Context: an optimization exercise on an open-source flow, tuned for a short achievable clock period and few clock cycles. The choices shown serve that exercise and are no tape-out recipe. Where RTL was checked, it was by simulation tests only, not by an equivalence proof against the original. No functional check of the RTL was part of runs 3, 5 and 6. Power and IR drop assume default switching activity.

## flow/config.mk

```make
export PLATFORM = sky130hd
export DESIGN_NAME = mario_cpu
export DESIGN_NICKNAME = mario_cpu
export VERILOG_FILES = /design/flow/design.v
export SDC_FILE = /design/flow/constraint.sdc
export NUM_CORES = 4
export LEC_CHECK = 0
export CAP_MARGIN = 20
export CORE_MARGIN = 2
export CORE_UTILIZATION = 40
export SLEW_MARGIN = 20
export TNS_END_PERCENT = 100
```

## flow/design.v

```verilog
module mario_cpu (
	input clock, reset,
	input up_button, down_button, left_button, right_button,
	input [15:0] mem_rdata,
	output [15:0] mem_addr,
	output [15:0] mem_wdata,
	output mem_we
);
reg [15:0] MA;            
reg        MAd;           
reg        WE;            
reg [15:0] WD;            
reg        vD;            
reg [15:0] pcD;           
reg [15:0] LFA;           
reg        vE;            
reg [15:0] pcE, pcE1;     
reg [7:0]  dispE;         
reg [15:0] A, B;          
reg [3:0]  Bs;            
reg [15:0] AD;            
reg        fA, fB, fS;    
reg [15:0] RES, RESB;     
reg        RESv;          
reg [3:0]  RESd;
reg [3:0]  dE;            
reg [15:0] csel;          
reg        predE;         
reg        predD;         
reg        LBv;           
reg [15:0] LBpc, LBtgt;
reg [4:0]  FL;            
reg        ci;            
reg        ld1, ld2;      
reg [3:0]  ld1d, ld2d;
reg        hzE;           
reg [255:0] rf;
reg isLD, isST, isJ, isBR, isWAIT, isB1, isB2, isALU;
reg o_add, o_sub, o_cin, o_cmp, o_cmpu, o_and, o_or, o_xor, o_lsh, o_rsh, o_bad;
reg f_zf;
assign mem_addr  = MA;
assign mem_we    = WE;
assign mem_wdata = WD;
wire cond = |(csel & {1'b0, 1'b1, FL[0] | FL[1], ~FL[0] & ~FL[1], FL[3] | FL[1], ~FL[3] & ~FL[1],
                      ~FL[2], FL[2], ~FL[0], FL[0], ~FL[3], FL[3], ~FL[4], FL[4], ~FL[1], FL[1]});
wire exe    = vE & ~hzE;
wire [15:0] BTE = pcE + {{8{dispE[7]}}, dispE};
wire br_tk  = isBR & cond;
wire br_fix = exe & (br_tk ^ predE);
wire j_tk   = exe & isJ & cond;
wire e_rep  = vE & (hzE | isWAIT);      
wire e_redir = br_fix | j_tk | e_rep;
wire memE   = exe & (isLD | isST);
wire early  = e_redir | memE;
wire [15:0] early_val = (j_tk | memE) ? ADe : e_rep ? pcE : br_tk ? BTE : pcE1;
wire [15:0] Ae  = fA ? RES : A;
wire [15:0] Be  = fB ? RESB : B;
wire [3:0]  Bse = fB ? RES[3:0] : Bs;
wire [15:0] ADe = fS ? RES : AD;
wire [15:0] S16 = Ae + Be + {15'd0, ci};
wire [16:0] S = {1'b0, Ae} + {1'b0, Be} + {16'd0, ci};    
wire [15:0] sp = Ae ^ Be;
wire [15:0] st = Ae | Be;
wire zero = &(sp ~^ {st[14:0], ci});
wire shbig = |Be[15:4];
wire ovf  = (Ae[15] == Be[15]) & (S16[15] != Ae[15]);
wire lt   = o_cmpu ? ~S[16] : (S16[15] ^ ovf);
wire [15:0] shl = shbig ? 16'd0 : Ae << Bse;
wire [15:0] shr = shbig ? 16'd0 : Ae >> Bse;
wire [15:0] res =
	({16{o_add | o_sub}} & S16) |
	({16{o_cmp | o_cmpu}} & Ae) |
	({16{o_and}} & (Ae & Be)) |
	({16{o_or}}  & (Ae | Be)) |
	({16{o_xor}} & (Ae ^ Be)) |
	({16{o_lsh}} & shl) |
	({16{o_rsh}} & shr) |
	({16{isB1}}  & {14'd0, ~up_button, ~down_button}) |
	({16{isB2}}  & {~left_button, {15{~right_button}}});
wire [4:0] fl_new = o_bad ? 5'b11111 :
	{o_sub & ~S[16],
	 (o_cmp | o_cmpu) & lt,
	 f_zf & ovf,
	 (f_zf | o_cmp | o_cmpu) & zero,
	 (o_cmp | o_cmpu) & ~lt & ~zero};
wire wr_e = exe & (isALU | isB1 | isB2);
wire [15:0] w = mem_rdata;
wire [3:0] op = w[15:12], ext = w[7:4], wd = w[11:8], ws = w[3:0];
wire n_isLD = (op == 4'h4) & (ext == 4'h0);
wire n_isST = (op == 4'h4) & (ext == 4'h4);
wire n_isJ  = (op == 4'h4) & (ext == 4'hC);
wire n_isBR = (op == 4'hC);
wire n_isWAIT = (op == 4'h0) & (ext == 4'h0);
wire n_isB1 = (op == 4'h0) & (ext == 4'h4);
wire n_isB2 = (op == 4'h0) & (ext == 4'h8);
wire n_isALU = ~(n_isLD | n_isST | n_isJ | n_isBR | n_isWAIT | n_isB1 | n_isB2);
wire r0 = (op == 4'h0);
wire [3:0] key = r0 ? ext : op;
wire kok = ~r0 ? ((op != 4'h4) & (op != 4'h8) & (op != 4'hC) & (op != 4'hD) & (op != 4'hE)) : 1'b1;
wire n_add  = kok & ((key == 4'h5) | (key == 4'h6) | (key == 4'h7));
wire n_sub  = kok & ((key == 4'h9) | (key == 4'hA));
wire n_cin  = kok & ((key == 4'h7) | (key == 4'hA));
wire n_cmp  = kok & (key == 4'hB);
wire n_cmpu = kok & (key == 4'hF);
wire n_and  = kok & (key == 4'h1);
wire n_or   = kok & (key == 4'h2);
wire n_xor  = kok & (key == 4'h3);
wire n_sh   = (op == 4'h8) & ~ext[3];
wire n_lsh  = n_sh & ~ext[0];
wire n_rsh  = n_sh & ext[0];
wire n_bad  = n_isALU & ~(n_add | n_sub | n_cmp | n_cmpu | n_and | n_or | n_xor | n_sh);
wire n_zf   = kok & ((key == 4'h5) | (key == 4'h7) | (key == 4'h9) | (key == 4'hA));
wire imm8   = op[1] | op[0];
wire imm4   = (op == 4'h8) & (ext[3:2] == 2'b00);
wire n_mem  = n_isLD | n_isST;
wire d_ok = vD & ~e_redir;                         
wire ldE  = exe & isLD;
wire use_d = ~(n_isBR | n_isJ | n_isWAIT | n_isLD);
wire use_s = ~(n_isBR | n_isWAIT | n_isB1 | n_isB2 | imm8 | imm4);
wire hz   = (ldE & ((use_d & (wd == dE)) | (use_s & (ws == dE)))) |
            (ld1 & ((use_d & (wd == ld1d)) | (use_s & (ws == ld1d))));
wire [15:0] rd_d = rf[16*wd +: 16];
wire [15:0] rd_s = rf[16*ws +: 16];
wire [15:0] va = (RESv & (RESd == wd)) ? RES : rd_d;
wire [15:0] vs = (RESv & (RESd == ws)) ? RES : rd_s;
wire fw_d = wr_e & (dE == wd);
wire fw_s = wr_e & (dE == ws);
wire [15:0] vb = imm8 ? {8'd0, w[7:0]} : imm4 ? {12'd0, ws} : vs;
wire inv_b = n_sub | n_cmp | n_cmpu;
wire c4 = (exe & isALU) ? fl_new[4] : FL[4];
wire ci_n = inv_b ? ~(n_cin & c4) : (n_cin & c4);
wire hit = LBv & (LFA == LBpc);
wire [15:0] seq = hit ? LBtgt : LFA + 16'd1;
wire [15:0] ma_n = early ? early_val : seq;
wire vd_n = ~MAd & ~e_redir;
always @(posedge clock, negedge reset) begin
	if (!reset) begin
		MA <= 16'd0; LFA <= 16'd0; MAd <= 1'b0; WE <= 1'b0; WD <= 16'd0; hzE <= 1'b0; vD <= 1'b0; pcD <= 16'd0;
		vE <= 1'b0; pcE <= 16'd0; pcE1 <= 16'd0; dispE <= 8'd0;
		A <= 16'd0; B <= 16'd0; fA <= 1'b0; fB <= 1'b0; fS <= 1'b0; RES <= 16'd0; RESB <= 16'd0; RESv <= 1'b0; RESd <= 4'd0; Bs <= 4'd0; AD <= 16'd0; dE <= 4'd0; csel <= 16'd0; predE <= 1'b0; predD <= 1'b0; LBv <= 1'b0; LBpc <= 16'd0; LBtgt <= 16'd0;
		FL <= 5'd0; ci <= 1'b0; ld1 <= 1'b0; ld1d <= 4'd0; ld2 <= 1'b0; ld2d <= 4'd0;
		isLD <= 1'b0; isST <= 1'b0; isJ <= 1'b0; isBR <= 1'b0; isWAIT <= 1'b0;
		isB1 <= 1'b0; isB2 <= 1'b0; isALU <= 1'b0;
		o_add <= 1'b0; o_sub <= 1'b0; o_cin <= 1'b0; o_cmp <= 1'b0; o_cmpu <= 1'b0;
		o_and <= 1'b0; o_or <= 1'b0; o_xor <= 1'b0; o_lsh <= 1'b0; o_rsh <= 1'b0; o_bad <= 1'b0;
		f_zf <= 1'b0;
	end else begin
		MA <= ma_n;
		if (!memE) LFA <= ma_n;
		MAd <= memE;
		WE <= memE & isST;
		WD <= Ae;
		vD <= vd_n;
		pcD <= MA;
		ld1 <= ldE;
		ld1d <= dE;
		ld2 <= ld1;
		ld2d <= ld1d;
		if (exe & isALU) FL <= fl_new;
		vE <= d_ok;
		hzE <= hz;
		pcE <= pcD;
		pcE1 <= pcD + 16'd1;
		dispE <= w[7:0];
		A <= va;
		B <= vb ^ {16{inv_b}};
		fA <= fw_d;
		fB <= fw_s & ~(imm8 | imm4);
		fS <= fw_s;
		RES <= res;
		RESB <= res ^ {16{inv_b}};
		RESv <= wr_e;
		RESd <= dE;
		Bs <= vb[3:0];
		if (n_mem | n_isJ) AD <= vs;
		ci <= ci_n;
		dE <= wd;
		csel <= 16'd1 << wd;
		predD <= hit;
		predE <= predD;
		if (exe & br_tk & dispE[7]) begin
			LBv <= 1'b1;
			LBpc <= pcE;
			LBtgt <= BTE;
		end
		isLD <= n_isLD; isST <= n_isST; isJ <= n_isJ; isBR <= n_isBR; isWAIT <= n_isWAIT;
		isB1 <= n_isB1; isB2 <= n_isB2; isALU <= n_isALU;
		o_add <= n_add; o_sub <= n_sub; o_cin <= n_cin; o_cmp <= n_cmp; o_cmpu <= n_cmpu;
		o_and <= n_and; o_or <= n_or; o_xor <= n_xor; o_lsh <= n_lsh; o_rsh <= n_rsh; o_bad <= n_bad;
		f_zf <= n_zf;
	end
end
genvar g;
generate
	for (g = 0; g < 16; g = g + 1) begin : regs
		always @(posedge clock, negedge reset) begin
			if (!reset) rf[16*g +: 16] <= 16'd0;
			else if (RESv & (RESd == g)) rf[16*g +: 16] <= RES;
			else if (ld2 & (ld2d == g)) rf[16*g +: 16] <= mem_rdata;
		end
	end
endgenerate
endmodule
```

## flow/flow/run.sh

```bash
#!/bin/bash
# The standard layout (bash standard.sh), with extra make settings from
# flow/args.txt: a setup margin that makes repair_timing work below the
# clock period, and the like. Each tool's output goes to its log under orfs/logs;
# make's own output goes to standard_flow.log.
set -euo pipefail
mapfile -t ARGS < <(grep -v '^#' flow/args.txt | grep -v '^$')
bash standard.sh "${ARGS[@]}" finish > standard_flow.log 2>&1
```

## flow/standard.sh

```bash
#!/bin/bash
# synth_recipe.tcl (not shown) runs the flow's synth.tcl, then flattens the netlist and writes it again
# the make line also repeats each setting of config.mk as NAME=value (left out here)
make -C /OpenROAD-flow-scripts/flow DESIGN_CONFIG=/design/flow/config.mk WORK_HOME=/design/flow/orfs CLKGATE_MAP_FILE= SYNTH_SCRIPT=/design/flow/synth_recipe.tcl "${@:-finish}"
```

## flow/constraint.sdc

```tcl
create_clock -name core_clock -period 9.0 [get_ports {clock}]
set_input_delay 1.8000 -clock core_clock [delete_from_list [all_inputs] [get_ports {clock}]]
set_output_delay 1.8000 -clock core_clock [all_outputs]
set_load 0.01 [all_outputs]
```

## flow/flow/args.txt

```
SETUP_SLACK_MARGIN=7.0
ADDER_MAP_FILE=
```

==> metrics.csv, run 1 <==
metric,value,unit
status,"complete, no violations",
rows,103,
synthesis.area,32040,sq um
synth_top_cell_by_area,dfrtp_1,
cp.arrival,3.85,ns
drv_cap,0,
grtUsageTotal,30.76,%
min_path_type,reg2reg,
maxSlewViolCount,0,
path_class,in2reg,
crit_path_max_fanout,23,
synth_edf_count,0,
synth_cell_types,102,
grt_overflow_total,0,
finalSetupViolations,0,
p_per_area,297.4,nW/um^2
drt-initial-drc-count,3326,
antenna_found_initial,2,
worst_pin_slew,0.9973,ns
dr.pass1.iters,6,
relSlewSlack,31.61,%
startpoint,mem_rdata[0],
syn_avg_cell_area,10.43,sq um
vdd_drop_max,0.0001946,V
reg2reg_slack,5.81,ns
cp-start-kind,input port,
synthTopCellsByArea,"dfrtp_1 42%, mux4_2 11%, mux2i_1 9.9%, a21oi_1 4.0%, nor2_1 3.6%",
grt_max_degree,78,
endpoint_kind,register,
critPathRequiredTime,9.53,ns
drcViolationCount,0,
clock_path_buffers,3,
ys_ff_latch,542,
whs,0.3691,ns
ys_async_sr_fraction,100.0,%
drt-total-wl,133.0,mm
hold_viol_final,0,
cts_tree,yes,
skew,0.04869,ns
n_antenna_cell,0,
worst_slack,5.681,ns
ys.flop_type,dfrtp_1,
netlist.area_leader.share,42.34,%
syn2layout_area_growth,37.29,%
nets,3431,
ys_seq_area_share,42.34,%
dpl.hpwl,69.22,mm
postRouteAntennaNets,0,
cts-root-buf,clkbuf_16,
grt_pass1_vias,28060,
clkTransAtPathRegs,0.07,ns
portBuffers,54,
ys_warn_count,1,
reg2regPathDepth,15,
htreeDepth,2,
gp_congestion,0.9585,
post-place-ws,3.673,ns
grt_pass1_wl,188.6,mm
die_area,82370,sq um
routed_via_density,6.298,
n_fill_cell,6374,
clk_latency,0.67,ns
rsz0062_at_grt,true,
start_util,40.49,%
syn_nets,3095,
design.core.area,79130,sq um
cts_hold_buf,0,
fin_crit,3.319,ns
worst_r2r_endpoint,ci,
wl_per_cell,29.50,microns
cts_made_buffers,59,
syn_inst,3073,
cp-endpoint,AD[10],
die_y,287.0,microns
period_share,36.88,%
power_leakage,18.29,nW
clock_sinks,542,
vias,28390,
die_x,287.0,microns
drive_above_1_share,39.37,%
setup_tns,0,ns
fmax,301.3,MHz
pin_count,55,
reg2reg_from,fA,
==> critical path, stage by stage <==
cell	delay, ns
bufbuf_16	0.35
mux4_2	0.53
mux4_2	0.57
mux2_4	0.31
mux2_2	0.27
==> stage by stage <==
step	instances	instance area (sq um)	total power [mW]	util, %
after global placement	3957	34100	8.452	43.10
after detailed placement	3957	34110	8.583	43.10
after global routing	4507	43980	13.62	55.59
after floorplan	3073	34030	7.237	-
after CTS	4401	41980	12.42	53.05
final	4507	43980	13.08	55.59
==> kinds of logic (layout without fill, tap and decap cells) <==
logic type / Yosys count / count (layout) / synth area share, %
adder cells (fa/ha/maj): 7 / 7 / 0.2343
flip-flops: 542 / 542 / 42.34
multiplexers: 591 / 594 / 25.58
AO/OA/AOI/OAI: 652 / 652 / 12.25
AND/OR/NAND/NOR: 816 / 826 / 11.34
XOR/XNOR: 152 / 152 / 4.296
buffers and inverters: 313 / 684 / 3.960
==> sequential cells by signal, indices dropped and copies added, names as in the netlist, 5 cells and up <==
signal / flops
csel: 15
MA: 16
FL: 5
B: 16
LBpc: 16
pcE1: 16
dispE: 8
RES: 16
RESB: 16
WD: 16
pcD: 16
pcE: 16
LBtgt: 16
A: 16
AD: 16
rf: 256
LFA: 16
==> per-layer routing <==
| metal | GRT usage (%) | wire length, microns |
|---|---|---|
| met4 | 18.58 | 10310 |
| met1 | 38.97 | 48790 |
| met5 | 0 | 74 |
| met2 | 48.79 | 60750 |
| met3 | 6.087 | 13030 |
==> worst min-delay path by stage <==
stage / startpoint / end / slack, ns / cells past startpoint
detailed placement: predD / predE / 0.35 / 0
CTS: predD / predE / 0.35 / 0
global placement: predD / predE / 0.34 / 0
finish: predD / predE / 0.37 / 0
global route: predD / predE / 0.37 / 0
floorplan: predD / predE / 0.33 / 0
==> what timing repair did <==
action,in CTS,in global routing
endpoints found under the hold margin,0,0
endpoints found under the setup margin,924,440
gates cloned,54,11
buffers inserted,281,95
gates resized for setup,674,249
pin swaps,130,115
==> where the power goes <==
group | internal, mW | switching (mW) | total, mW | leakage [nW]
sequential | 3.37 | 1.14 | 4.51 | 6.43
combinational | 3.00 | 2.90 | 5.89 | 10.8
clock | 1.57 | 1.11 | 2.68 | 1.03
total | 7.94 | 5.14 | 13.1 | 18.3
==> synth_stat cells, types with 14 or more instances <==
cell type and number:
nand2b_1 23, a21oi_1 259, inv_1 32, a31oi_1 19
xor2_1 61, dfrtp_1 542, o22ai_1 16, nor2_1 311
and3_1 14, nor3_1 37, nor4_1 21, xnor2_1 85
mux4_2 160, o21ai_0 195, buf_2 26, buf_1 23
nand2_1 269, nand3_1 40, o211ai_1 17, clkbuf_1 218
nand4_1 16, a211oi_1 18, mux2_2 93, mux2i_1 318
==> final cells by class <==
cell class / instances / area (sq um) / share of cell area (%)
flip-flops and latches: 542 / 13620 / 30.97
repair buffers: 536 / 6385 / 14.52
well taps: 1050 / 1314 / 2.987
clock buffers: 79 / 1642 / 3.732
clock inverters: 30 / 473.0 / 1.075
multi-input cells: 2231 / 20320 / 46.20
inverters: 39 / 227.7 / 0.5177
==> placed cells by master, fill, tap and decap left out, types with 52 or more instances in the layout <==
cell,n
nor2_1,267
nand2_1,238
clkbuf_16,67
xnor2_1,71
mux4_2,160
dfrtp_1,503
buf_6,81
buf_16,52
buf_4,279
mux2_4,62
xor2_1,53
mux2i_1,289
o21ai_1,131
buf_12,56
a21oi_1,226
Testbench counts, summed over its fixed seeds: cycles 55,691.
==> inputs of run 2 (changes only) <==
==> flow/flow/args.txt (replaced) <==
SETUP_SLACK_MARGIN=6.5
ADDER_MAP_FILE=
--- a/flow/config.mk
+++ b/flow/config.mk
@@ -7,6 +7,6 @@
 export LEC_CHECK = 0
 export CAP_MARGIN = 20
 export CORE_MARGIN = 2
-export CORE_UTILIZATION = 40
+export CORE_UTILIZATION = 60
 export SLEW_MARGIN = 20
 export TNS_END_PERCENT = 100
==> run 2 against run 1 <==
  * Still clean on timing, DRC and antenna
  * Via count grew 0.25%
  * Clock skew fell by 0.017 ns
  * Register-to-register slack better by 0.07 ns
  * Critical path depth increased by 2
  * Hold slack got worse by 0.011 ns
  * Synthesized cell count is the same
  * Routed wire length down 5.4%
  * Critical endpoint is now B[1]
  * Highest routed layer is now met4
==> metrics.csv, run 2 <==
metric,value,unit
multi_input_area,19550,sq um
hold_viol_final,0,
routed_via_density,6.968,
path_class,in2reg,
design.core.area,52660,sq um
syn_nets,3095,
cts_made_buffers,58,
synth.most_common_cell,dfrtp_1,
drive_above_1_share,36.16,%
n_fill_cell,3071,
period_share,36.64,%
fmax,303.3,MHz
rsz0062_at_grt,true,
grtUsageTotal,44.17,%
synth_cell_types,102,
relSlewSlack,28.30,%
vias,28460,
ys_warn_count,1,
grt_pass1_vias,28080,
cts_hold_buf,0,
netlist.area_leader.share,42.34,%
ys_seq_area_share,42.34,%
die_area,55260,sq um
clock_path_buffers,3,
vdd_drop_max,0.0002040,V
skew,0.03210,ns
postRouteAntennaNets,0,
dp_cells,3605,
rows,84,
portBuffers,54,
fin_crit,3.297,ns
syn_avg_cell_area,10.43,sq um
status,"complete, no violations",
drv_cap,0,
synthTopCellsByArea,"dfrtp_1 42%, mux4_2 11%, mux2i_1 9.9%, a21oi_1 4.0%, nor2_1 3.6%",
drcViolationCount,0,
drt-total-wl,125.8,mm
htreeDepth,2,
maxSlewViolCount,0,
min_path_type,reg2reg,
ys_ff_latch,542,
ys.flop_type,dfrtp_1,
ys_async_sr_fraction,100.0,%
crit_path_max_fanout,6,
cp.arrival,3.83,ns
cp-start-kind,input port,
drt-initial-drc-count,3751,
pin_count,55,
synth_edf_count,0,
dpl.hpwl,65.68,mm
wl_per_cell,30.80,microns
regMostFlops,rf,
setup_tns,0,ns
start_util,60.84,%
endpoint_kind,register,
synth_common_cells,"542 x dfrtp_1, 318 x mux2i_1, 311 x nor2_1, 269 x nand2_1, 259 x a21oi_1",
die_x,235.1,microns
finalSetupViolations,0,
grt_pass1_wl,181.7,mm
nets,3366,
grt_overflow_total,0,
synth_top_cell_by_area,dfrtp_1,
clock_sinks,542,
ff_latch_area,13620,sq um
antenna_found_initial,3,
clkTransAtPathRegs,0.06,ns
cts-root-buf,clkbuf_16,
grt_max_degree,115,
p_per_area,304.6,nW/um^2
die_y,235.1,microns
layout_commonest_cell,dfrtp_1,
power_leakage,17.83,nW
critPathRequiredTime,9.54,ns
gp_congestion,0.9447,
largest_register_ffs,256,
dr.pass1.iters,6,
cts_tree,yes,
layoutNonFillerInstCount,4084,
synthesis.area,32040,sq um
worst_pin_slew,1.046,ns
clk_latency,0.66,ns
syn2layout_area_growth,31.39,%
syn_inst,3073,
mostFrequentLayoutCells,"508 x dfrtp_1, 289 x mux2i_1, 280 x nor2_1, 244 x nand2_1, 237 x a21oi_1",
run 2: changes by cell type in the layout (fill, tap and decap cells not counted), moves of 10 or more:
cell / delta
a21oi_1: +11
buf_16: -22
buf_4: -44
bufbuf_16: +19
mux2_2: +12
mux2_4: -14
nand3_4: -10
nor2_1: +13
nor2_4: -14
o21ai_0: +83
o21ai_1: -75
run 2: cell families after synthesis:
family | Yosys count | share of synthesized area (%)
AND/OR/NAND/NOR | 816 | 11.34
adder cells (fa/ha/maj) | 7 | 0.2343
buffers and inverters | 313 | 3.960
XOR/XNOR | 152 | 4.296
AO/OA/AOI/OAI | 652 | 12.25
multiplexers | 591 | 25.58
flip-flops | 542 | 42.34
run 2: area by class of cell:
type / count / share of cell area [%]
Multi-Input combinational cell: 2223 / 46.43
Sequential cell: 542 / 32.36
Timing Repair Buffer: 480 / 13.83
Clock buffer: 80 / 3.953
Tap cell: 688 / 2.045
Clock inverter: 29 / 0.9214
Inverter: 39 / 0.4429
Antenna cell: 3 / 0.01783
run 2: through the flow:
| stage | power [mW] | hold WS, ns | setup slack [ns] | area [sq um] | util, % |
|---|---|---|---|---|---|
| after floorplan | 7.121 | 0.3312 | 5.208 | 33270 | - |
| after global placement | 8.299 | 0.3501 | 3.744 | 33320 | 63.27 |
| after detailed placement | 8.447 | 0.3373 | 3.609 | 33320 | 63.27 |
| after CTS | 12.13 | 0.3586 | 5.727 | 40760 | 77.40 |
| after global routing | 13.32 | 0.3593 | 5.689 | 42090 | 79.93 |
| final | 12.82 | 0.3583 | 5.703 | 42090 | 79.94 |
run 2: worst max-delay path, stage by stage:
cell,delay (ns)
buf_16,0.14
buf_16,0.15
mux4_2,0.50
mux4_2,0.52
mux2_4,0.29
mux2_4,0.28
xor2_2,0.14
run 2: where the power goes:
group	internal (mW)	switching, mW
registers	3.37	1.13
logic	2.91	2.82
clock network	1.52	1.07
run 2: worst paths after layout:
path | startpoint | cells after the start | slack (ns) | endpoint
max in group asynchronous | reset | 2 | 6.68 | fA
min in group asynchronous | reset | 1 | 1.11 | pcE[8]
hold / removal | predD | 0 | 0.36 | predE
setup reg to reg | fA | 13 | 5.88 | RESB[14]
hold reg to reg | predD | 0 | 0.36 | predE
setup / recovery | mem_rdata[0] | 7 | 5.70 | B[1]
run 2: repair_timing:
action	in CTS	in global routing
setup endpoints to repair	617	277
setup buffers	249	65
gates resized for setup	651	165
cloned	49	4
pin swaps	144	80
run 2: per-layer routing:
layer	vias up	global-route usage, %	part of all wire, %
met1	14080	55.65	35
met2	2040	66.52	45
met4	0	30.90	8.3
li1	11680	-	-
met5	-	0	0
met3	654	12.07	11
==> inputs of run 3 (changes only) <==
--- a/flow/design.v
+++ b/flow/design.v
@@ -121,12 +121,17 @@
             (ld1 & ((use_d & (wd == ld1d)) | (use_s & (ws == ld1d))));
 wire [15:0] rd_d = rf[16*wd +: 16];
 wire [15:0] rd_s = rf[16*ws +: 16];
-wire [15:0] va = (RESv & (RESd == wd)) ? RES : rd_d;
-wire [15:0] vs = (RESv & (RESd == ws)) ? RES : rd_s;
+wire rf_d = ~(RESv & (RESd == wd));
+wire rf_s = ~(RESv & (RESd == ws));
+wire [15:0] va = rf_d ? rd_d : RES;
+wire [15:0] vs = rf_s ? rd_s : RES;
 wire fw_d = wr_e & (dE == wd);
 wire fw_s = wr_e & (dE == ws);
 wire [15:0] vb = imm8 ? {8'd0, w[7:0]} : imm4 ? {12'd0, ws} : vs;
 wire inv_b = n_sub | n_cmp | n_cmpu;
+wire [15:0] b_other = imm8 ? {8'd0, w[7:0]} : imm4 ? {12'd0, ws} : RES;
+wire b_rd = ~imm8 & ~imm4 & rf_s;
+wire [15:0] b_n = b_rd ? (rd_s ^ {16{inv_b}}) : (b_other ^ {16{inv_b}});
 wire c4 = (exe & isALU) ? fl_new[4] : FL[4];
 wire ci_n = inv_b ? ~(n_cin & c4) : (n_cin & c4);
 wire hit = LBv & (LFA == LBpc);
@@ -163,7 +168,7 @@
 		pcE1 <= pcD + 16'd1;
 		dispE <= w[7:0];
 		A <= va;
-		B <= vb ^ {16{inv_b}};
+		B <= b_n;
 		fA <= fw_d;
 		fB <= fw_s & ~(imm8 | imm4);
 		fS <= fw_s;
@@ -172,7 +177,7 @@
 		RESv <= wr_e;
 		RESd <= dE;
 		Bs <= vb[3:0];
-		if (n_mem | n_isJ) AD <= vs;
+		AD <= vs;
 		ci <= ci_n;
 		dE <= wd;
 		csel <= 16'd1 << wd;
--- a/flow/config.mk
+++ b/flow/config.mk
@@ -7,6 +7,6 @@
 export LEC_CHECK = 0
 export CAP_MARGIN = 20
 export CORE_MARGIN = 2
-export CORE_UTILIZATION = 60
+export CORE_UTILIZATION = 40
 export SLEW_MARGIN = 20
 export TNS_END_PERCENT = 100
==> run 3 against run 2 <==
  * Still clean
  * Global-route usage shrank 15 points
  * Hold slack gained 0.012 ns
  * Combinational power down 4.4%
  * Clock power increased by 2%
  * Non-clock buffer count is 47 lower
  * Routed wire length decreased by 1.1%
  * Critical path type is now reg2reg
  * Largest power group unchanged
==> metrics.csv, run 3 <==
metric,value,unit
final_cell_area,41720,sq um
largest_register_ffs,256,
power_leakage,17.29,nW
nets,3303,
pin_count,55,
fmax,296.3,MHz
vdd_drop_max,0.0002043,V
drt-total-wl,124.4,mm
hold_viol_final,0,
clkTransAtPathRegs,0.07,ns
start_util,40.32,%
skew,0.04004,ns
synthTopCellsByArea,"dfrtp_1 43%, mux4_2 12%, mux2i_1 10%, a21oi_1 4.6%, nor2_1 4.0%",
endpoint_kind,register,
crit_cells,13,
grt_pass1_wl,176.7,mm
syn2layout_area_growth,33.78,%
reg2reg_slack,5.62,ns
design.core.area,77340,sq um
reg2regPathDepth,13,
drcViolationCount,0,
syn_inst,3031,
synth.most_common_cell,dfrtp_1,
maxSlewViolCount,0,
ys_warn_count,1,
cp_top_family,compound AO/OA/AOI/OAI gates,
finalSetupViolations,0,
die_area,80200,sq um
fin_crit,3.375,ns
grt_pass1_vias,26760,
die_x,283.2,microns
ys_async_sr_fraction,100.0,%
mostFrequentLayoutCells,"516 x dfrtp_1, 281 x mux2i_1, 281 x nor2_1, 260 x a21oi_1, 236 x nand2_1",
worst_pin_slew,1.173,ns
netlist.area_leader.share,43.50,%
dpl-instance-area,33070,sq um
period_share,37.50,%
postRouteAntennaNets,0,
clk_latency,0.67,ns
antenna_found_initial,2,
grtUsageTotal,29.38,%
layout_commonest_cell,dfrtp_1,
cts_tree,yes,
synth_edf_count,0,
relSlewSlack,21.79,%
status,"complete, no violations",
crit_chain,"buf_12, mux2i_4, inv_4, maj3_2, o211ai_1, a21boi_2, o221a_4, nor3_4, nor4_4, buf_6, a311o_1, o21ai_1, o2bb2ai_1",
slowest_delay,0.41,ns
cp-start-kind,register,
dp_cells,3932,
final_core_util,53.94,%
ys_ff_latch,542,
synth_common_cells,"542 x dfrtp_1, 330 x nor2_1, 319 x mux2i_1, 289 x a21oi_1, 271 x nand2_1",
cts-root-buf,clkbuf_16,
drv_cap,0,
regMostFlops,rf,
vias,27130,
dpl.hpwl,67.18,mm
ys_seq_area_share,43.50,%
rows,102,
cts_made_buffers,59,
die_y,283.2,microns
rsz0062_at_grt,true,
cts_hold_buf,0,
grt_overflow_total,0,
routed_via_density,6.205,
drive_above_1_share,34.88,%
htreeDepth,2,
grt_max_degree,113,
critPathRequiredTime,9.55,ns
drt-initial-drc-count,2983,
dr.pass1.iters,6,
ys.flop_type,dfrtp_1,
crit_path_max_fanout,5,
syn_avg_cell_area,10.29,sq um
path_class,reg2reg,
synth_top_cell_by_area,dfrtp_1,
layoutNonFillerInstCount,4372,
p_per_area,302.7,nW/um^2
cp.arrival,3.93,ns
gp_congestion,0.9508,
wl_per_cell,28.45,microns
synthesis.area,31180,sq um
clock_sinks,542,
clock_path_buffers,3,
path_buf_inv,3,
synth_cell_types,85,
setup_tns,0,ns
crit_path_top_delay_cell,dfrtp_2,
portBuffers,54,
worst_hold_path.num_cells,0,
syn_nets,3053,
min_path_type,reg2reg,
[run 3: changes by cell type after synthesis, moves of 7 or more]
cell,change
mux2_2,-23
mux2i_4,-9
nand4_1,-7
mux2i_2,-9
o21ai_0,+13
nor2_1,+19
a21oi_1,+30
buf_2,-21
[run 3: stage by stage]
step                      hold WS, ns  power (mW)  setup WS (ns)
after global placement         0.3411       8.189          3.776
final                          0.3706       12.63          5.625
after detailed placement       0.3409       8.311          3.744
after floorplan                0.3312       6.922          5.332
after CTS                      0.3522       11.91          5.738
after global routing           0.3758       13.14          5.631
[run 3: final cells by class]
type / count / area, sq um
well taps: 1040 / 1301
repair buffers: 433 / 5391
diodes: 3 / 7.507
multi-input cells: 2202 / 19070
inverters: 43 / 212.7
flip-flops and latches: 542 / 13610
clock buffers: 85 / 1724
fillers: 6423 / 35620
clock inverters: 24 / 394.1
[run 3: metal layers]
| layer | track usage, % | vias to the layer above | part of all wire, % |
|---|---|---|---|
| met5 | 0 | - | 0.019 |
| met4 | 17.74 | 4 | 6.9 |
| met3 | 5.741 | 426 | 9.1 |
| met2 | 46.35 | 1594 | 46 |
| met1 | 37.53 | 13640 | 38 |
| li1 | - | 11470 | - |
[run 3: final timing paths]
check / from / endpoint
min in group asynchronous: reset / pcE[10]
worst max-delay path: fA / ci
max in group asynchronous: reset / rf[135]
worst min register to register: predD / predE
worst max register to register: fA / ci
worst min-delay path: predD / predE
[run 3: worst reg2reg max path, delay by kind of cell, from the launching register on]
| family | cells | cell delay [ns] |
|---|---|---|
| compound gates | 6 | 1.45 |
| buf+inv | 3 | 0.41 |
| flops | 1 | 0.41 |
| mux | 1 | 0.36 |
| fa+ha+maj | 1 | 0.34 |
| simple gates | 2 | 0.31 |
[run 3: repair_timing]
action | CTS | global route
resized for setup | 663 | 211
setup buffers | 198 | 74
endpoints found under the setup margin | 730 | 417
pin swaps | 111 | 119
endpoints found under the hold margin | 0 | 0
cloned | 46 | 10
[run 3: kinds of logic (layout without fill, tap and decap cells)]
kind of cell / Yosys count / count (layout) / share of synthesized area, %
and+or+nand+nor: 819 / 825 / 11.54
AOI/OAI and AO/OA: 664 / 664 / 12.30
muxes: 552 / 554 / 24.49
DFF: 542 / 542 / 43.50
buffers and inverters: 295 / 585 / 3.668
xor gates and xnor gates: 151 / 151 / 4.241
adders and majority gates: 8 / 8 / 0.2648
other: 0 / 3 / 0
[run 3: where the power goes]
group / switching, mW / internal [mW] / total (mW)
combinational: 2.72 / 2.76 / 5.48
clock: 1.10 / 1.56 / 2.66
sequential: 1.12 / 3.37 / 4.49
total: 4.94 / 7.69 / 12.6
==> inputs of run 4 (changes only) <==
--- a/flow/design.v
+++ b/flow/design.v
@@ -121,17 +121,12 @@
             (ld1 & ((use_d & (wd == ld1d)) | (use_s & (ws == ld1d))));
 wire [15:0] rd_d = rf[16*wd +: 16];
 wire [15:0] rd_s = rf[16*ws +: 16];
-wire rf_d = ~(RESv & (RESd == wd));
-wire rf_s = ~(RESv & (RESd == ws));
-wire [15:0] va = rf_d ? rd_d : RES;
-wire [15:0] vs = rf_s ? rd_s : RES;
+wire [15:0] va = (RESv & (RESd == wd)) ? RES : rd_d;
+wire [15:0] vs = (RESv & (RESd == ws)) ? RES : rd_s;
 wire fw_d = wr_e & (dE == wd);
 wire fw_s = wr_e & (dE == ws);
 wire [15:0] vb = imm8 ? {8'd0, w[7:0]} : imm4 ? {12'd0, ws} : vs;
 wire inv_b = n_sub | n_cmp | n_cmpu;
-wire [15:0] b_other = imm8 ? {8'd0, w[7:0]} : imm4 ? {12'd0, ws} : RES;
-wire b_rd = ~imm8 & ~imm4 & rf_s;
-wire [15:0] b_n = b_rd ? (rd_s ^ {16{inv_b}}) : (b_other ^ {16{inv_b}});
 wire c4 = (exe & isALU) ? fl_new[4] : FL[4];
 wire ci_n = inv_b ? ~(n_cin & c4) : (n_cin & c4);
 wire hit = LBv & (LFA == LBpc);
@@ -168,7 +163,7 @@
 		pcE1 <= pcD + 16'd1;
 		dispE <= w[7:0];
 		A <= va;
-		B <= b_n;
+		B <= vb ^ {16{inv_b}};
 		fA <= fw_d;
 		fB <= fw_s & ~(imm8 | imm4);
 		fS <= fw_s;
@@ -177,7 +172,7 @@
 		RESv <= wr_e;
 		RESd <= dE;
 		Bs <= vb[3:0];
-		AD <= vs;
+		if (n_mem | n_isJ) AD <= vs;
 		ci <= ci_n;
 		dE <= wd;
 		csel <= 16'd1 << wd;
==> flow/flow/run.sh (replaced) <==
#!/bin/bash
# The standard layout, with timing repair aiming below the clock period: the
# setup margin makes repair_timing work until the slack exceeds it.
set -euo pipefail
MARGIN=$(cat flow/margin.txt)
bash standard.sh SETUP_SLACK_MARGIN=$MARGIN finish > standard_flow.log 2>&1
==> flow/flow/margin.txt (new file) <==
6.5
removed: flow/flow/args.txt
==> run 4 against run 3 <==
  * Synthesized area grew 2.1%
  * Utilization fell by 1.1 points
  * Cell area is 0.13% lower
  * Via count grew 0.90%
  * Largest cell class unchanged
==> metrics.csv, run 4 <==
metric,value,unit
critPathRequiredTime,9.56,ns
cts_made_buffers,59,
fin_crit,4.302,ns
skew,0.04507,ns
synth.most_common_cell,dfrtp_1,
multi_input_area,19110,sq um
power.share.clock,21.7,%
drt-initial-drc-count,3524,
drive_above_1_share,32.28,%
die_x,286.1,microns
n_fill_cell,6563,
relSlewSlack,25.24,%
drt-total-wl,126.5,mm
postRouteAntennaNets,0,
p_seq_share,36.4,%
worst_pin_slew,1.117,ns
clock_sinks,542,
comb_power_share,41.9,%
whs,0.3633,ns
endpoint_kind,register,
ff_latch_area,13600,sq um
crit_path_top_delay_cell,dfrtp_2,
clk_latency,0.66,ns
p_total,12.02,mW
ys_warn_count,1,
largest_register_ffs,256,
cts_hold_buf,0,
die_y,286.1,microns
synthesis.area,31820,sq um
htreeDepth,2,
cts-root-buf,clkbuf_16,
grt_use_met3,7.121,%
maxSlewViolCount,0,
rows,103,
hold_viol_final,0,
path_class,reg2reg,
intPower,7.368,mW
clkTransAtPathRegs,0.07,ns
cts_tree,yes,
slowest_delay,0.44,ns
vdd_drop_max,0.0001966,V
grt_overflow_total,0,
mostFrequentLayoutCells,"523 x dfrtp_1, 311 x nor2_1, 305 x mux2i_1, 227 x nand2_1, 216 x a21oi_1",
syn_nets,3119,
ys.flop_type,dfrtp_1,
dr.pass1.iters,6,
grt_pass1_vias,26610,
use_met1,38.12,%
portBuffers,54,
grt_max_degree,173,
vias,27370,
synthTopCellsByArea,"dfrtp_1 43%, mux4_2 11%, mux2i_1 11%, nor2_1 4.0%, a21oi_1 3.8%",
status,"complete, no violations",
design.core.area,78870,sq um
drv_cap,0,
use_met2,45.56,%
routed_via_density,6.306,
fmax,232.5,MHz
setup_tns,0,ns
power_leakage,17.68,nW
synth_cell_types,90,
start_util,40.35,%
nets,3317,
ys_async_sr_fraction,100.0,%
dpl.hpwl,69.65,mm
layout_commonest_cell,dfrtp_1,
syn2layout_area_growth,30.92,%
regMostFlops,rf,
period_share,47.80,%
synth_edf_count,0,
wl_per_cell,29.13,microns
ys_seq_area_share,42.62,%
synth_common_cells,"542 x dfrtp_1, 350 x mux2i_1, 339 x nor2_1, 242 x nand2_1, 240 x a21oi_1",
clock_path_buffers,3,
cp.arrival,4.86,ns
rsz0062_at_grt,true,
crit_chain,"buf_12, mux2i_4, ha_4, nor2b_4, o31a_1, o211a_1, o31a_1, o21a_1, a311o_1, a21o_1, a21o_1, fa_2, a221oi_2, a21boi_4, xor2_1",
switching_share,38.70,%
min_path_type,reg2reg,
grt_pass1_wl,179.3,mm
p_sw,4.651,mW
die_area,81830,sq um
gp_congestion,0.9300,
pin_count,55,
syn_avg_cell_area,10.45,sq um
antenna_found_initial,2,
netlist.area_leader.share,42.62,%
dp_cells,3941,
syn_inst,3044,
synth_top_cell_by_area,dfrtp_1,
finalSetupViolations,0,
ys_ff_latch,542,
crit_path_max_fanout,5,
cp-start-kind,register,
drcViolationCount,0,
p_per_area,288.5,nW/um^2
layoutNonFillerInstCount,4341,
grtUsageTotal,29.56,%
top_usage_layer,met2,
-- run 4: worst max-delay path, delay by kind of cell (launching register included) --
| family | cells | cell delay (ns) |
|---|---|---|
| AO/OA/AOI/OAI | 9 | 2.24 |
| adder cells (fa/ha/maj) | 2 | 0.70 |
| flip-flops | 1 | 0.44 |
| multiplexers | 1 | 0.35 |
| XOR/XNOR | 1 | 0.19 |
| buffers and inverters | 1 | 0.17 |
| AND/OR/NAND/NOR | 1 | 0.12 |
-- run 4: stage by stage --
step	setup slack, ns	util, %	cell area, sq um
after global routing	4.625	52.82	41660
after floorplan	4.965	-	32990
after global placement	4.046	42.40	33440
final	4.698	52.82	41660
after detailed placement	3.978	42.40	33440
after CTS	4.774	50.57	39880
-- run 4: cells by family (layout without fill, tap and decap cells) --
kind of cell | count (synthesis) | in the layout | share of synthesized area, %
simple gates | 806 | 809 | 11.19
compound gates | 618 | 620 | 11.52
mux | 580 | 580 | 24.96
flops | 542 | 542 | 42.62
buf+inv | 324 | 565 | 4.195
xor+xnor | 121 | 121 | 3.330
fa+ha+maj | 53 | 53 | 2.178
other cells | 0 | 1 | 0
-- run 4: layer usage --
layer	up-vias	wire length, microns
met5	-	12
met4	2	8516
met3	485	13030
met2	1772	57110
met1	13740	47790
li1	11380	-
-- run 4: final timing paths --
check / start / endpoint / slack [ns] / cells past startpoint
hold reg to reg: predD / predE / 0.36 / 0
min in group asynchronous: reset / pcE1[2] / 1.13 / 1
setup / recovery: fB / RESB[15] / 4.70 / 15
hold / removal: predD / predE / 0.36 / 0
setup reg to reg: fB / RESB[15] / 4.70 / 15
max in group asynchronous: reset / WD[7] / 6.62 / 2
-- run 4: area by class of cell --
cell class,count,share of cell area (%)
sequential,542,32.64
timing repair buffer,398,12.68
clock buffer,81,3.982
tap,1050,3.153
inverter,58,0.6637
antenna,1,0.006006
multi-input combinational,2183,45.86
clock inverter,28,1.006
-- run 4: power by group through the flow --
stage	Sequential (mW)	Combinational, mW	Clock [mW]
floorplan	3.81	2.96	0
global placement	4.27	3.73	0
detailed placement	4.32	3.82	0
CTS	4.32	4.43	2.64
global route	4.46	5.34	2.74
finish	4.37	5.03	2.61
-- run 4: what timing repair did --
item / in CTS / in global routing
buffers inserted: 148 / 82
hold endpoints to repair: 0 / 0
cloned: 50 / 10
pin swaps: 69 / 76
resized for setup: 619 / 200
setup endpoints to repair: 758 / 420
Testbench counts of run 4, summed over its fixed seeds: cycles 55,691.
==> inputs of run 5 (changes only) <==
--- a/flow/design.v
+++ b/flow/design.v
@@ -20,6 +20,7 @@
 reg [3:0]  Bs;            
 reg [15:0] AD;            
 reg        fA, fB, fS;    
+reg        fAn, fBn;      
 reg [15:0] RES, RESB;     
 reg        RESv;          
 reg [3:0]  RESd;
@@ -53,8 +54,8 @@
 wire memE   = exe & (isLD | isST);
 wire early  = e_redir | memE;
 wire [15:0] early_val = (j_tk | memE) ? ADe : e_rep ? pcE : br_tk ? BTE : pcE1;
-wire [15:0] Ae  = fA ? RES : A;
-wire [15:0] Be  = fB ? RESB : B;
+wire [15:0] Ae  = {fAn ? A[15:8] : RES[15:8], fA ? RES[7:0] : A[7:0]};
+wire [15:0] Be  = {fBn ? B[15:8] : RESB[15:8], fB ? RESB[7:0] : B[7:0]};
 wire [3:0]  Bse = fB ? RES[3:0] : Bs;
 wire [15:0] ADe = fS ? RES : AD;
 wire [15:0] S16 = Ae + Be + {15'd0, ci};
@@ -137,7 +138,7 @@
 	if (!reset) begin
 		MA <= 16'd0; LFA <= 16'd0; MAd <= 1'b0; WE <= 1'b0; WD <= 16'd0; hzE <= 1'b0; vD <= 1'b0; pcD <= 16'd0;
 		vE <= 1'b0; pcE <= 16'd0; pcE1 <= 16'd0; dispE <= 8'd0;
-		A <= 16'd0; B <= 16'd0; fA <= 1'b0; fB <= 1'b0; fS <= 1'b0; RES <= 16'd0; RESB <= 16'd0; RESv <= 1'b0; RESd <= 4'd0; Bs <= 4'd0; AD <= 16'd0; dE <= 4'd0; csel <= 16'd0; predE <= 1'b0; predD <= 1'b0; LBv <= 1'b0; LBpc <= 16'd0; LBtgt <= 16'd0;
+		A <= 16'd0; B <= 16'd0; fA <= 1'b0; fB <= 1'b0; fAn <= 1'b1; fBn <= 1'b1; fS <= 1'b0; RES <= 16'd0; RESB <= 16'd0; RESv <= 1'b0; RESd <= 4'd0; Bs <= 4'd0; AD <= 16'd0; dE <= 4'd0; csel <= 16'd0; predE <= 1'b0; predD <= 1'b0; LBv <= 1'b0; LBpc <= 16'd0; LBtgt <= 16'd0;
 		FL <= 5'd0; ci <= 1'b0; ld1 <= 1'b0; ld1d <= 4'd0; ld2 <= 1'b0; ld2d <= 4'd0;
 		isLD <= 1'b0; isST <= 1'b0; isJ <= 1'b0; isBR <= 1'b0; isWAIT <= 1'b0;
 		isB1 <= 1'b0; isB2 <= 1'b0; isALU <= 1'b0;
@@ -166,6 +167,8 @@
 		B <= vb ^ {16{inv_b}};
 		fA <= fw_d;
 		fB <= fw_s & ~(imm8 | imm4);
+		fAn <= ~fw_d;
+		fBn <= ~(fw_s & ~(imm8 | imm4));
 		fS <= fw_s;
 		RES <= res;
 		RESB <= res ^ {16{inv_b}};
==> flow/flow/run.sh (replaced) <==
#!/bin/bash
# The standard layout (bash standard.sh), with extra make settings from
# flow/args.txt: a setup margin that makes repair_timing work below the
# clock period, and the like. Each tool's output goes to its log under orfs/logs;
# make's own output goes to standard_flow.log.
set -euo pipefail
mapfile -t ARGS < <(grep -v '^#' flow/args.txt | grep -v '^$')
bash standard.sh "${ARGS[@]}" finish > standard_flow.log 2>&1
==> flow/flow/args.txt (new file) <==
SETUP_SLACK_MARGIN=6.5
ADDER_MAP_FILE=
removed: flow/flow/margin.txt
==> run 5 against run 4 <==
  * Power is 4.3% higher
  * Worst setup slack improved by 0.90 ns
  * Non-clock buffer count is 29 higher
  * Cell area barely moved
  * Fmax rose by 27%
==> metrics.csv, run 5 <==
metric,value,unit
status,"complete, no violations",
dp_cells,3983,
die_area,81200,sq um
routed_via_density,6.156,
skew,0.02791,ns
grt_max_degree,130,
vias,27190,
cts_made_buffers,60,
grt_pass1_wl,176.8,mm
synthTopCellsByArea,"dfrtp_1 43%, mux4_2 11%, mux2i_1 9.9%, a21oi_1 4.3%, nor2_1 3.8%",
dpl-instance-area,33300,sq um
grt_overflow_total,0,
final_core_util,52.96,%
maxSlewViolCount,0,
cp-start-kind,register,
worst_slack,5.603,ns
fin_crit,3.397,ns
largest_register_ffs,256,
syn_nets,3111,
die_x,285.0,microns
crit_path_top_delay_cell,or4b_2,
reg2reg_slack,5.60,ns
setup_tns,0,ns
postRouteAntennaNets,0,
vdd_drop_max,0.0002142,V
ys_seq_area_share,43.12,%
post-place-ws,3.486,ns
ys_ff_latch,544,
grt_pass1_vias,26930,
drive_above_1_share,32.83,%
design.core.area,78610,sq um
start_util,40.16,%
drcViolationCount,0,
synthesis.area,31570,sq um
endpoint_kind,register,
p_total,12.53,mW
syn_avg_cell_area,10.22,sq um
crit_path_max_fanout,6,
drt-initial-drc-count,2990,
pin_count,55,
cts_tree,yes,
wl_per_cell,27.35,microns
crit_chain,"or4b_2, o22ai_4, and3_4, nand2_2, nor2_4, a311oi_1, o21ai_4, mux2_2, or4_1",
ys.flop_type,dfrtp_1,
path_class,reg2reg,
syn2layout_area_growth,31.85,%
clock_sinks,544,
rsz0062_at_grt,true,
layoutNonFillerInstCount,4416,
clk_latency,0.65,ns
reg2regPathDepth,9,
critPathRequiredTime,9.51,ns
synth_edf_count,0,
syn_inst,3089,
power_leakage,17.19,nW
antenna_found_initial,0,
drt-total-wl,120.8,mm
cp.arrival,3.91,ns
die_y,285.0,microns
clkTransAtPathRegs,0.06,ns
final_cell_area,41630,sq um
mostFrequentLayoutCells,"507 x dfrtp_1, 282 x nor2_1, 279 x nand2_1, 276 x mux2i_1, 254 x a21oi_1",
n_fill_cell,6566,
hold_viol_final,0,
n_antenna_cell,0,
synth_cell_types,78,
worst_pin_slew,1.016,ns
ys_async_sr_fraction,100.0,%
portBuffers,54,
gp_congestion,0.9444,
htreeDepth,2,
synth.most_common_cell,dfrtp_1,
period_share,37.75,%
dr.pass1.iters,5,
nets,3336,
cts-root-buf,clkbuf_16,
synth_top_cell_by_area,dfrtp_1,
ys_warn_count,1,
whs,0.3546,ns
layout_commonest_cell,dfrtp_1,
finalSetupViolations,0,
p_per_area,301.0,nW/um^2
regMostFlops,rf,
drv_cap,0,
synth_common_cells,"542 x dfrtp_1, 319 x nor2_1, 313 x mux2i_1, 300 x nand2_1, 271 x a21oi_1",
slowest_delay,0.65,ns
netlist.area_leader.share,42.96,%
fmax,294.3,MHz
clock_path_buffers,3,
grtUsageTotal,28.84,%
rows,103,
min_path_type,reg2reg,
worst_hold_path.num_cells,0,
relSlewSlack,30.36,%
dpl.hpwl,67.43,mm
[run 5: changes by cell type in the layout (fill, tap and decap cells not counted), sizes merged, moves of 13 or more]
cell,before,now
nand2,242,301
ha,49,0
o21ai,197,239
mux2i,360,324
a21oi,240,271
buf,369,398
xnor2,74,101
nor2,339,320
inv,53,40
nand4,21,8
o221ai,3,16
[run 5: area by class of cell]
type / instances / area (sq um) / area share, %
Multi-Input combinational cell: 2236 / 18870 / 45.33
Sequential cell: 544 / 13680 / 32.85
Clock buffer: 81 / 1712 / 4.111
Clock inverter: 33 / 569.3 / 1.367
Timing Repair Buffer: 427 / 5289 / 12.70
Inverter: 45 / 197.7 / 0.4749
Tap cell: 1050 / 1314 / 3.156
[run 5: worst max-delay path, delay by kind of cell (launching register included)]
kind | cells | cell delay, ns
AND/OR/NAND/NOR | 5 | 1.76
AO/OA/AOI/OAI | 3 | 0.50
flip-flops | 1 | 0.64
multiplexers | 1 | 0.37
[run 5: kinds of logic (layout without fill, tap and decap cells)]
| family | Yosys count | after routing | synth area share (%) |
|---|---|---|---|
| XOR/XNOR | 159 | 159 | 4.411 |
| AND/OR/NAND/NOR | 816 | 820 | 11.14 |
| multiplexers | 551 | 551 | 24.37 |
| flip-flops | 544 | 544 | 43.12 |
| buffers and inverters | 313 | 586 | 3.840 |
| adder cells (fa/ha/maj) | 5 | 5 | 0.1585 |
| AO/OA/AOI/OAI | 701 | 701 | 12.96 |
[run 5: per-layer routing]
| metal | share of wire, % | GRT usage [%] | vias to the layer above |
|---|---|---|---|
| met5 | 0 | 0 | - |
| met4 | 6.8 | 15.27 | 0 |
| met3 | 8.3 | 5.544 | 424 |
| met2 | 46 | 47.09 | 1498 |
| met1 | 38 | 36.41 | 13670 |
| li1 | - | - | 11600 |
[run 5: worst paths after layout]
kind,to,from
worst max-delay path,RESB[15],fBn
worst min-delay path,predE,predD
worst max register to register,RESB[15],fBn
max in group asynchronous,B[7],reset
min in group asynchronous,pcD[14],reset
worst min register to register,predE,predD
[run 5: report_power, final]
part           switching [mW]  total, mW  internal, mW  leakage (nW)
Sequential               1.09       4.45          3.36          6.49
Clock                    1.10       2.83          1.74          1.10
Combinational            2.56       5.25          2.69          9.60
[run 5: what timing repair did]
action                                  CTS  global route
gates resized for setup                 623           175
setup buffers                           193            71
gates cloned                             48             7
endpoints found under the setup margin  686           304
hold buffers                              0             0
pin swaps                               110            88
==> inputs of run 6 (changes only) <==
--- a/flow/design.v
+++ b/flow/design.v
@@ -1,3 +1,100 @@
+module ks_pg (input a, b, output gn, pn, x);
+assign gn = ~(a & b);
+assign pn = ~(a | b);
+assign x  = a ^ b;
+endmodule
+module ks_nt (input gh, ph, gl, pl, output gn, pn);
+assign gn = ~(gh | (ph & gl));
+assign pn = ~(ph & pl);
+endmodule
+module ks_ni (input ghn, phn, gln, pln, output g, p);
+assign g = ~(ghn & (phn | gln));
+assign p = ~(phn | pln);
+endmodule
+module ks_inv (input a, output y);
+assign y = ~a;
+endmodule
+module ks_xor (input a, b, output y);
+assign y = a ^ b;
+endmodule
+module alu_add (
+	input  [15:0] a, b,
+	input         ci,
+	output [15:0] s,
+	output        co
+);
+wire [16:0] g0n, p0n;    
+wire [15:0] x;
+genvar i;
+assign g0n[0] = ~ci;
+assign p0n[0] = 1'b1;     
+generate
+	for (i = 0; i < 16; i = i + 1) begin : pg
+		ks_pg u (.a(a[i]), .b(b[i]), .gn(g0n[i+1]), .pn(p0n[i+1]), .x(x[i]));
+	end
+endgenerate
+wire [16:0] g1, p1;
+generate
+	for (i = 0; i < 17; i = i + 1) begin : l1
+		if (i >= 1) begin : n
+			ks_ni u (.ghn(g0n[i]), .phn(p0n[i]), .gln(g0n[i-1]), .pln(p0n[i-1]), .g(g1[i]), .p(p1[i]));
+		end else begin : t
+			ks_inv ug (.a(g0n[i]), .y(g1[i]));
+			assign p1[i] = 1'b0;
+		end
+	end
+endgenerate
+wire [16:0] g2n, p2n;
+generate
+	for (i = 0; i < 17; i = i + 1) begin : l2
+		if (i >= 2) begin : n
+			ks_nt u (.gh(g1[i]), .ph(p1[i]), .gl(g1[i-2]), .pl(p1[i-2]), .gn(g2n[i]), .pn(p2n[i]));
+		end else begin : t
+			ks_inv ug (.a(g1[i]), .y(g2n[i]));
+			ks_inv up (.a(p1[i]), .y(p2n[i]));
+		end
+	end
+endgenerate
+wire [16:0] g3, p3;
+generate
+	for (i = 0; i < 17; i = i + 1) begin : l3
+		if (i >= 4) begin : n
+			ks_ni u (.ghn(g2n[i]), .phn(p2n[i]), .gln(g2n[i-4]), .pln(p2n[i-4]), .g(g3[i]), .p(p3[i]));
+		end else begin : t
+			ks_inv ug (.a(g2n[i]), .y(g3[i]));
+			ks_inv up (.a(p2n[i]), .y(p3[i]));
+		end
+	end
+endgenerate
+wire [16:0] g4n, p4n;
+generate
+	for (i = 0; i < 17; i = i + 1) begin : l4
+		if (i >= 8) begin : n
+			ks_nt u (.gh(g3[i]), .ph(p3[i]), .gl(g3[i-8]), .pl(p3[i-8]), .gn(g4n[i]), .pn(p4n[i]));
+		end else begin : t
+			ks_inv ug (.a(g3[i]), .y(g4n[i]));
+			ks_inv up (.a(p3[i]), .y(p4n[i]));
+		end
+	end
+endgenerate
+wire [16:0] g5;
+generate
+	for (i = 0; i < 17; i = i + 1) begin : l5
+		if (i >= 16) begin : n
+			wire unused_p;
+			ks_ni u (.ghn(g4n[i]), .phn(p4n[i]), .gln(g4n[i-16]), .pln(p4n[i-16]), .g(g5[i]), .p(unused_p));
+		end else begin : t
+			ks_inv ug (.a(g4n[i]), .y(g5[i]));
+		end
+	end
+endgenerate
+generate
+	for (i = 0; i < 16; i = i + 1) begin : sum
+		ks_xor u (.a(x[i]), .b(g5[i]), .y(s[i]));
+	end
+endgenerate
+assign co = g5[16];
+endmodule
 module mario_cpu (
 	input clock, reset,
 	input up_button, down_button, left_button, right_button,
@@ -20,7 +117,6 @@
 reg [3:0]  Bs;            
 reg [15:0] AD;            
 reg        fA, fB, fS;    
-reg        fAn, fBn;      
 reg [15:0] RES, RESB;     
 reg        RESv;          
 reg [3:0]  RESd;
@@ -54,12 +150,14 @@
 wire memE   = exe & (isLD | isST);
 wire early  = e_redir | memE;
 wire [15:0] early_val = (j_tk | memE) ? ADe : e_rep ? pcE : br_tk ? BTE : pcE1;
-wire [15:0] Ae  = {fAn ? A[15:8] : RES[15:8], fA ? RES[7:0] : A[7:0]};
-wire [15:0] Be  = {fBn ? B[15:8] : RESB[15:8], fB ? RESB[7:0] : B[7:0]};
+wire [15:0] Ae  = fA ? RES : A;
+wire [15:0] Be  = fB ? RESB : B;
 wire [3:0]  Bse = fB ? RES[3:0] : Bs;
 wire [15:0] ADe = fS ? RES : AD;
-wire [15:0] S16 = Ae + Be + {15'd0, ci};
-wire [16:0] S = {1'b0, Ae} + {1'b0, Be} + {16'd0, ci};    
+wire [15:0] S16;
+wire [16:0] S;
+alu_add add (.a(Ae), .b(Be), .ci(ci), .s(S16), .co(S[16]));
+assign S[15:0] = S16;
 wire [15:0] sp = Ae ^ Be;
 wire [15:0] st = Ae | Be;
 wire zero = &(sp ~^ {st[14:0], ci});
@@ -138,7 +236,7 @@
 	if (!reset) begin
 		MA <= 16'd0; LFA <= 16'd0; MAd <= 1'b0; WE <= 1'b0; WD <= 16'd0; hzE <= 1'b0; vD <= 1'b0; pcD <= 16'd0;
 		vE <= 1'b0; pcE <= 16'd0; pcE1 <= 16'd0; dispE <= 8'd0;
-		A <= 16'd0; B <= 16'd0; fA <= 1'b0; fB <= 1'b0; fAn <= 1'b1; fBn <= 1'b1; fS <= 1'b0; RES <= 16'd0; RESB <= 16'd0; RESv <= 1'b0; RESd <= 4'd0; Bs <= 4'd0; AD <= 16'd0; dE <= 4'd0; csel <= 16'd0; predE <= 1'b0; predD <= 1'b0; LBv <= 1'b0; LBpc <= 16'd0; LBtgt <= 16'd0;
+		A <= 16'd0; B <= 16'd0; fA <= 1'b0; fB <= 1'b0; fS <= 1'b0; RES <= 16'd0; RESB <= 16'd0; RESv <= 1'b0; RESd <= 4'd0; Bs <= 4'd0; AD <= 16'd0; dE <= 4'd0; csel <= 16'd0; predE <= 1'b0; predD <= 1'b0; LBv <= 1'b0; LBpc <= 16'd0; LBtgt <= 16'd0;
 		FL <= 5'd0; ci <= 1'b0; ld1 <= 1'b0; ld1d <= 4'd0; ld2 <= 1'b0; ld2d <= 4'd0;
 		isLD <= 1'b0; isST <= 1'b0; isJ <= 1'b0; isBR <= 1'b0; isWAIT <= 1'b0;
 		isB1 <= 1'b0; isB2 <= 1'b0; isALU <= 1'b0;
@@ -167,8 +265,6 @@
 		B <= vb ^ {16{inv_b}};
 		fA <= fw_d;
 		fB <= fw_s & ~(imm8 | imm4);
-		fAn <= ~fw_d;
-		fBn <= ~(fw_s & ~(imm8 | imm4));
 		fS <= fw_s;
 		RES <= res;
 		RESB <= res ^ {16{inv_b}};
--- a/flow/config.mk
+++ b/flow/config.mk
@@ -9,4 +9,6 @@
 export CORE_MARGIN = 2
 export CORE_UTILIZATION = 40
 export SLEW_MARGIN = 20
+export SYNTH_HIERARCHICAL = 1
+export SYNTH_MINIMUM_KEEP_SIZE = 0
 export TNS_END_PERCENT = 100
==> run 6 against run 5 <==
  * Critical path type is now in2reg
  * Synthesized area rose by 2.7%
  * Hold slack improved by 0.0094 ns
  * Global-route usage rose by 0.92 points
  * Register-to-register slack improved by 0.20 ns
  * Largest power group unchanged
==> metrics.csv, run 6 <==
metric,value,unit
status,"complete, no violations",
syn_nets,3205,
crit_path_top_delay_cell,mux4_2,
htreeDepth,2,
vdd_drop_max,0.0001843,V
maxSlewViolCount,0,
largest_register_ffs,256,
cp-start-kind,input port,
grt_max_degree,157,
layout_commonest_cell,dfrtp_1,
multi_input_area,19710,sq um
period_share,35.83,%
final_core_util,53.48,%
reg2regPathDepth,15,
die_y,288.7,microns
dpl.hpwl,66.94,mm
syn_avg_cell_area,10.18,sq um
drt-initial-drc-count,3483,
postRouteAntennaNets,0,
crit_cells,8,
grtUsageTotal,29.76,%
regMostFlops,rf,
fmax,310.1,MHz
grt_pass1_wl,182.7,mm
rsz0062_at_grt,true,
critPathRequiredTime,9.53,ns
syn2layout_area_growth,32.66,%
pin_count,55,
clock_sinks,542,
drt-total-wl,127.9,mm
slowest_delay,0.54,ns
clkTransAtPathRegs,0.06,ns
relSlewSlack,32.64,%
ys_warn_count,7,
start_util,40.31,%
grt_pass1_vias,27020,
routed_via_density,6.172,
die_area,83340,sq um
min_path_type,reg2reg,
antenna_found_initial,2,
endpoint_kind,register,
cts-root-buf,clkbuf_16,
clk_latency,0.67,ns
syn_inst,3183,
dr.pass1.iters,6,
n_fill_cell,6742,
crit_path_max_fanout,8,
synthesis.area,32420,sq um
design.core.area,80420,sq um
whs,0.3640,ns
fin_crit,3.225,ns
path_class,in2reg,
cp.arrival,3.75,ns
power_leakage,18.05,nW
vias,28120,
drive_above_1_share,35.40,%
wl_per_cell,28.08,microns
skew,0.03019,ns
setup_tns,0,ns
finalSetupViolations,0,
hold_viol_final,0,
cts_hold_buf,0,
drv_cap,0,
gp_congestion,0.8877,
grt_overflow_total,0,
crit_chain,"buf_16, buf_16, mux4_2, mux4_2, mux2_4, nor2_2, nor2_1, xor2_1",
rows,104,
ff_latch_area,13610,sq um
cts_tree,yes,
mostFrequentLayoutCells,"515 x dfrtp_1, 314 x mux2i_1, 292 x nor2_1, 253 x nand2_1, 234 x buf_4",
drt-met1-wl,48.79,mm
drcViolationCount,0,
p_per_area,289.1,nW/um^2
cp_top_family,multiplexers,
path_buf_inv,2,
worst_pin_slew,1.010,ns
cts_made_buffers,59,
portBuffers,54,
wl_met3,12.13,mm
die_x,288.7,microns
nets,3478,
worst_hold_path.num_cells,0,
clock_path_buffers,3,
route.met2.wl,57.83,mm
topRoutingLayerUsed,met4,
[run 6: cell count changes in the layout (fill, tap and decap cells not counted), sizes merged, moves of 11 or more]
cell,previous run,this run
inv,40,75
o221ai,16,5
nand2,301,280
o211ai,22,10
xor2,58,99
nor2,320,344
buf,398,447
a31oi,26,15
xnor2,101,75
nor3,29,48
mux2i,324,367
o21ai,239,225
[run 6: report_power, final]
| part | internal [mW] | switching [mW] |
|---|---|---|
| sequential | 3.34 | 1.07 |
| clock | 1.48 | 1.08 |
| combinational | 2.69 | 2.78 |
[run 6: repair_timing]
| item | 4_1_cts | 5_1_grt |
|---|---|---|
| buffers inserted | 228 | 74 |
| hold endpoints to repair | 0 | 0 |
| endpoints found under the setup margin | 702 | 257 |
| cloned | 52 | 8 |
| resized for setup | 623 | 216 |
| pin swaps | 113 | 97 |
[run 6: path summary, 6_finish.rpt]
path                               from       end  slack (ns)
min                               predD     predE        0.36
max                        mem_rdata[0]      B[6]        5.77
max reg2reg                          fA  RESB[12]        5.80
min in group asynchronous         reset    rf[59]        1.10
max in group asynchronous         reset   rf[129]        6.69
min reg2reg                       predD     predE        0.36
[run 6: metal layers]
layer / track usage (%) / up-vias
met5: 0 / -
met4: 16.93 / 0
met3: 6.398 / 470
met2: 46.30 / 1704
met1: 38.60 / 13970
li1: - / 11980
[run 6: final cells by class]
type / count / share of cell area [%]
Tap cell: 1060 / 3.084
Clock inverter: 21 / 0.7244
Inverter: 85 / 1.004
Sequential cell: 542 / 31.65
Antenna cell: 2 / 0.01164
Timing Repair Buffer: 477 / 13.86
Clock buffer: 78 / 3.832
Multi-Input combinational cell: 2291 / 45.84
[run 6: through the flow]
stage	total power [mW]	worst slack (ns)	area, sq um	instances
after floorplan	7.126	5.364	33810	3183
after global placement	8.346	3.891	34310	4093
after detailed placement	8.420	3.833	34310	4093
after CTS	11.83	5.821	41290	4472
after global routing	12.97	5.728	43000	4555
final	12.43	5.775	43010	4556

separate check: timing with driven ports:
No port has a modelled driver above. Below, the same layouts with a new extraction and two added sets of constraints.
Step 1 assumes that a clkbuf_16 drives the clock port and a buf_2 every other input.
Step 2 adds t to the input delays and takes it off the output delays; t is the mean of the earliest and latest rising clock arrival at the registers after step 1. Input paths then give back, and output paths get back, about the clock's delay inside the block.
a / b / c = no drivers / after step 1 / after step 2; a / b = the first two.
run | t, ns | slack for setup (ns) | clock arrival spread, ns | worst register clock-pin slew, ns | worst slew at a driven data input, ns
run 1 | 0.714 | 5.681 / 5.511 / 4.797 | 0.049 / 0.049 | 0.07 / 0.07 | 0.66
run 2 | 0.712 | 5.703 / 5.495 / 4.783 | 0.033 / 0.033 | 0.07 / 0.07 | 0.43
run 3 | 0.714 | 5.625 / 5.437 / 4.722 | 0.042 / 0.043 | 0.07 / 0.07 | 0.50
run 4 | 0.705 | 4.698 / 4.698 / 4.698 | 0.045 / 0.045 | 0.07 / 0.07 | 0.67
run 5 | 0.708 | 5.603 / 5.533 / 4.824 | 0.031 / 0.031 | 0.07 / 0.07 | 0.73
run 6 | 0.726 | 5.775 / 5.511 / 4.785 | 0.033 / 0.033 | 0.07 / 0.07 | 0.72
After both steps every run listed still meets setup and hold. For run 6, which loses most, drivers alone change the setup slack by -0.264 ns; drivers and shift together by -0.990 ns.
